Background: an optimization exercise with open tools, aiming at small area and a short achievable clock period. Do not read the settings as production practice. In this exercise RTL edits were held to simulation tests only and were not proved equivalent to the original. No activity file was given, so power comes from the tool's default toggle rates.

==> build 35: inputs <==
// CPU
module CPU(
    input clk_div, rst_n,
    input ext_irq,
    output [31:0] imem_addr,
    input  [31:0] imem_data,
    output [31:0] dmem_addr,
    output [31:0] dmem_wdata,
    output dmem_we,
    output dmem_re,
    input  [31:0] dmem_rdata
);
export LEC_CHECK = 0
export CAP_MARGIN = 30
export CORE_MARGIN = 2
export CORE_UTILIZATION = 55
export CTS_CLUSTER_DIAMETER = 80
export CTS_CLUSTER_SIZE = 24
export PLACE_DENSITY = 0.7
export SLEW_MARGIN = 30
create_clock -name core_clock -period 11.0 [get_ports {clk_div}]
standard.sh (not shown) runs the stock make flow with config.mk's settings and CLKGATE_MAP_FILE= SYNTH_SCRIPT=/design/flow/synth_recipe.tcl, a recipe that flattens the netlist after the stock synthesis.
==> flow/flow/run.sh <==
#!/bin/bash
set -uo pipefail
PORTS="BUFFER_PORTS_ARGS=-buffer_cell sky130_fd_sc_hd__buf_2"
bash standard.sh SETUP_SLACK_MARGIN=7 "$PORTS" cts > make_flow_cts.log 2>&1 || exit 1
bash standard.sh SETUP_SLACK_MARGIN=5 "$PORTS" finish > make_flow_finish.log 2>&1
==> trial 66 (differences from build 35) <==
--- a/flow/design.v
+++ b/flow/design.v
@@ -102,13 +102,12 @@
             6'h06: af = ALUlez;
             6'h07: af = ALUgtz;
             6'h01: af = ALUgez;
             default: af = ALUnop;
         endcase
     end
-    wire sub_r = (af == ALUsub) | (af == ALUlt);
     wire [9:0] hot_r = {af == ALUadd || af == ALUsub, af == ALUand, af == ALUor, af == ALUxor,
                         af == ALUnor, af == ALUnop, af == ALUsll, af == ALUsrl, af == ALUsra,
                         af == ALUlt};
     wire [5:0] bhot_r = {6{brn}} & {af == ALUeq, af == ALUneq, af == ALUlez, af == ALUgez,
                                     af == ALUgtz, af == ALUadd};
     wire [9:0] hot_t  = 10'b10_0000_0000;
@@ -139,36 +138,30 @@
     wire [31:0] a_id = irq ? a_id_i : a_id_n;
     wire [31:0] imm32 = e_lu ? {e_imm, 16'b0} : {{16{e_ext & e_imm[15]}}, e_imm};
     wire [31:0] conba = {imm32[29:0], 2'b00} + d_pc;
     wire [31:0] A  = e_fa ? m_alu : e_a;
     wire [31:0] Bf = e_fb ? m_alu : e_b;
     wire [31:0] B  = e_src2 ? imm32 : Bf;
-    wire [31:0] sum, ap, ag;
-    AddKS addks(.a(A), .b(B ^ {32{e_sub}}), .cin(e_sub), .s(sum), .p(ap), .g(ag));
+    wire [31:0] sum;
+    AddKS addks(.a(A), .b(B ^ {32{e_sub}}), .cin(e_sub), .s(sum));
     wire z, n;
     BrCmp brcmp(.a(A), .b(Bf), .z(z), .n(n));
     wire branch = (e_beq & z) | (e_bne & ~z) | (e_blez & (n | z)) | (e_bgez & ~A[31]) |
                   (e_bgtz & ~A[31] & ~z) | (e_badd & (A[0] ^ Bf[0]));
-    wire [31:0] shr, B_rev, shr_rev;
-    genvar q;
-    generate
-        for (q = 0; q < 32; q = q + 1) begin : g_rev
-            assign B_rev[q]   = B[31-q];
-            assign shr_rev[q] = shr[31-q];
-        end
-    endgenerate
-    ShiftR shifter(.x(e_rsll ? B_rev : B), .fill(e_rsra & B[31]), .s(A[4:0]), .y(shr));
+    wire [31:0] srl = B >> A[4:0];
+    wire [31:0] sra = srl | ({32{B[31]}} & ~(32'hFFFF_FFFF >> A[4:0]));
     wire [31:0] alu =
         ({32{e_rsum}}  & sum) |
-        ({32{e_rand}}  & ag) |
-        ({32{e_ror}}   & (ap | ag)) |
-        ({32{e_rxor}}  & ap) |
-        ({32{e_rnor}}  & ~(ap | ag)) |
+        ({32{e_rand}}  & (A & B)) |
+        ({32{e_ror}}   & (A | B)) |
+        ({32{e_rxor}}  & (A ^ B)) |
+        ({32{e_rnor}}  & ~(A | B)) |
         ({32{e_rpass}} & A) |
-        ({32{e_rsll}}  & shr_rev) |
-        ({32{e_rsrl | e_rsra}} & shr) |
+        ({32{e_rsll}}  & (B << A[4:0])) |
+        ({32{e_rsrl}}  & srl) |
+        ({32{e_rsra}}  & sra) |
         {31'b0, e_rlt & sum[31]};
     wire [31:0] b_id_n = fb1_r ? memres : fd_r ? w_d : rd2;
     wire [31:0] b_id_i = ~k ? (branch ? conba : d_pc) : rd2;
     wire [31:0] b_id = irq ? b_id_i : b_id_n;
     wire jmp = (op == 6'h02) | (op == 6'h03);
     wire [31:0] jt  = {pc[31:28], d_ins[25:0], 2'b00};
@@ -208,63 +201,66 @@
         end else begin
             pc    <= pc_d;
             d_pc  <= d_pc_d;
             d_ins <= d_ins_d;
         end
     end
+    localparam NC = 29;
+    wire [NC-1:0] ctl_n, ctl_i;
     wire [4:0] ac_n = (rdst_r == 2'h0) ? rd : (rdst_r == 2'h1) ? rt :
                       (rdst_r == 2'h2) ? 5'd31 : 5'd26;
     wire [4:0] ac_k = (rdst_r == 2'h2) ? 5'd31 : (rdst_r == 2'h3) ? 5'd26 : 5'd0;
-    wire [8:0] act_n = ex_flush_n ? 9'b0 : {rw_r, mw, mr_r, bhot_r};
-    wire [8:0] act_i = k ? {rw_r, mw, mr_r, bhot_r} : {1'b1, mw, 1'b0, bhot_t};
-    wire [8:0] act_d = irq ? act_i : act_n;
-    wire [19:0] opc_n = {zr_r, ac_n, fa2_r, fb2_r, src2_r, sub_r, hot_r};
-    wire [19:0] opc_i = k ? {zr_r, ac_k, 2'b00, src2_r, sub_r, hot_r} :
-                            {1'b0, 5'd26, 2'b00, 1'b0, 1'b0, hot_t};
-    wire [19:0] opc_d = irq ? opc_i : opc_n;
+    assign ctl_n = ex_flush_n ? {NC{1'b0}} :
+        {rw_r, mw, mr_r, zr_r, ac_n, fa2_r, fb2_r, src2_r, af[0], hot_r, bhot_r};
+    assign ctl_i = k ?
+        {rw_r, mw, mr_r, zr_r, ac_k, 2'b00, src2_r, af[0], hot_r, bhot_r} :
+        {1'b1, mw, 1'b0, 1'b0, 5'd26, 2'b00, 1'b0, 1'b0, hot_t, bhot_t};
+    wire [NC-1:0] ctl_d = irq ? ctl_i : ctl_n;
     always @(posedge clk or negedge rst_n) begin
         if (!rst_n)
-            {e_rw, e_mw, e_mr, e_beq, e_bne, e_blez, e_bgez, e_bgtz, e_badd} <= 9'b0;
+            {e_rw, e_mw, e_mr, e_zr, e_ac, e_fa, e_fb, e_src2, e_sub,
+             e_rsum, e_rand, e_ror, e_rxor, e_rnor, e_rpass, e_rsll, e_rsrl, e_rsra, e_rlt,
+             e_beq, e_bne, e_blez, e_bgez, e_bgtz, e_badd} <= {NC{1'b0}};
         else
-            {e_rw, e_mw, e_mr, e_beq, e_bne, e_blez, e_bgez, e_bgtz, e_badd} <= act_d;
+            {e_rw, e_mw, e_mr, e_zr, e_ac, e_fa, e_fb, e_src2, e_sub,
+             e_rsum, e_rand, e_ror, e_rxor, e_rnor, e_rpass, e_rsll, e_rsrl, e_rsra, e_rlt,
+             e_beq, e_bne, e_blez, e_bgez, e_bgtz, e_badd} <= ctl_d;
     end
-    always @(posedge clk)
-        {e_zr, e_ac, e_fa, e_fb, e_src2, e_sub,
-         e_rsum, e_rand, e_ror, e_rxor, e_rnor, e_rpass, e_rsll, e_rsrl, e_rsra, e_rlt} <= opc_d;
     always @(posedge clk) begin
         e_a   <= a_id;
         e_b   <= b_id;
         e_imm <= imm;
         e_lu  <= lu;
         e_ext <= ext;
     end
     always @(posedge clk or negedge rst_n) begin
         if (!rst_n) begin
-            {m_rw, m_mw, m_mr} <= 3'b0;
+            {m_rw, m_mw, m_mr, m_zr, m_ac} <= 0;
         end else begin
             m_rw <= e_rw;
             m_mw <= e_mw;
             m_mr <= e_mr;
+            m_zr <= e_zr;
+            m_ac <= e_ac;
         end
     end
     always @(posedge clk) begin
-        m_zr  <= e_zr;
-        m_ac  <= e_ac;
         m_alu <= alu;
         m_b   <= Bf;
     end
     always @(posedge clk or negedge rst_n) begin
-        if (!rst_n)
+        if (!rst_n) begin
             w_rw <= 1'b0;
-        else
+            w_ac <= 5'd0;
+        end else begin
             w_rw <= m_rw;
+            w_ac <= m_ac;
+        end
     end
-    always @(posedge clk) begin
-        w_ac <= m_ac;
-        w_d  <= memres;
-    end
+    always @(posedge clk)
+        w_d <= memres;
     genvar i;
     generate
         for (i = 1; i < 32; i = i + 1) begin : g_rf
             always @(posedge clk)
                 if (w_we && w_ac == i) rf[i*32 +: 32] <= w_d;
             always @(posedge clk or negedge rst_n)
@@ -294,17 +290,16 @@
     assign n = p[31] ^ G[30];
     assign z = &p;
 endmodule
 module AddKS (
     input  [31:0] a, b,
     input  cin,
-    output [31:0] s,
-    output [31:0] p, g
+    output [31:0] s
 );
-    assign p = a ^ b;
-    assign g = a & b;
+    wire [31:0] p = a ^ b;
+    wire [31:0] g = a & b;
     reg  [31:0] G, P;
     integer i, d;
     always @(*) begin
         G = {g[31:1], g[0] | (p[0] & cin)};
         P = p;
         for (d = 1; d < 32; d = d * 2)
@@ -313,18 +308,6 @@
                     G[i] = G[i] | (P[i] & G[i-d]);
                     P[i] = P[i] & P[i-d];
                 end
     end
     assign s = p ^ {G[30:0], cin};
 endmodule
-module ShiftR (
-    input  [31:0] x,
-    input  fill,
-    input  [4:0] s,
-    output [31:0] y
-);
-    wire [31:0] s0 = s[0] ? {fill, x[31:1]} : x;
-    wire [31:0] s1 = s[1] ? {{2{fill}}, s0[31:2]} : s0;
-    wire [31:0] s2 = s[2] ? {{4{fill}}, s1[31:4]} : s1;
-    wire [31:0] s3 = s[3] ? {{8{fill}}, s2[31:8]} : s2;
-    assign y = s[4] ? {{16{fill}}, s3[31:16]} : s3;
-endmodule
==> flow/flow/run.sh (replaced) <==
#!/bin/bash
set -uo pipefail
bash standard.sh SETUP_SLACK_MARGIN=7 finish > make_flow.log 2>&1
==> flow/config.mk (replaced) <==
export PLATFORM = sky130hd
export DESIGN_NAME = CPU
export DESIGN_NICKNAME = CPU
export VERILOG_FILES = /design/flow/design.v
export SDC_FILE = /design/flow/constraint.sdc
export NUM_CORES = 4
export LEC_CHECK = 0
export CAP_MARGIN = 30
export CORE_MARGIN = 2
export CORE_UTILIZATION = 40
export PLACE_DENSITY = 0.6
export SLEW_MARGIN = 30
==> summary of the runs <==
Count of clock-buffer cells in the layout: build 35 is lower than trial 66 (95).
Between build 35 and trial 66, the lower clock skew is in build 35 (gap 0.019 ns).
Routed wire length: trial 66 is higher than build 35 (about 6%).
Between trial 66 and build 35, the lower sequential share of layout area is in trial 66 (gap 4.6 points).
Between trial 66 and build 35, the lower synthesized cell count is in trial 66 (gap 0.78%, measured against build 35).
In trial 66 the final cell count is higher than in build 35, by 11%.
In trial 66 the utilization is lower than in build 35, by 13 points.
In trial 66 the via count is higher than in build 35, by 0.51%.
In build 35 the synthesized area is smaller than in trial 66, by 1.6%.
In trial 66 the combinational power is lower than in build 35, by about 2%.

==> separate check: timing with driven ports <==
The flow's constraints put no driver on any port. The routed layouts listed below were extracted and timed again, unchanged, in two steps. Step 1 sets driving cells, clkbuf_16 on the clock port and buf_2 on the other inputs (assumed; they add their load-dependent delay and slew). Step 2 adds t to the input delays and takes it off the output delays; t is the mean of the earliest and latest rising clock arrival at the registers after step 1. Input paths then give back, and output paths get back, about the clock's delay inside the block. a / b / c = ideal ports / drivers / drivers and shift; a / b = the first two.
| run | shift t [ns] | setup WS [ns] | worst setup path at the end | clock arrival spread, ns |
|---|---|---|---|---|
| build 35 | 0.824 | 6.537 / 6.551 / 5.774 | input to register | 0.065 / 0.065 |
| trial 66 | 0.895 | 6.729 / 6.729 / 5.865 | input to register | 0.073 / 0.073 |
After both steps every run listed still meets setup and hold. For trial 66, which loses most, drivers alone change the setup slack by 0.000 ns; drivers and shift together by -0.864 ns.
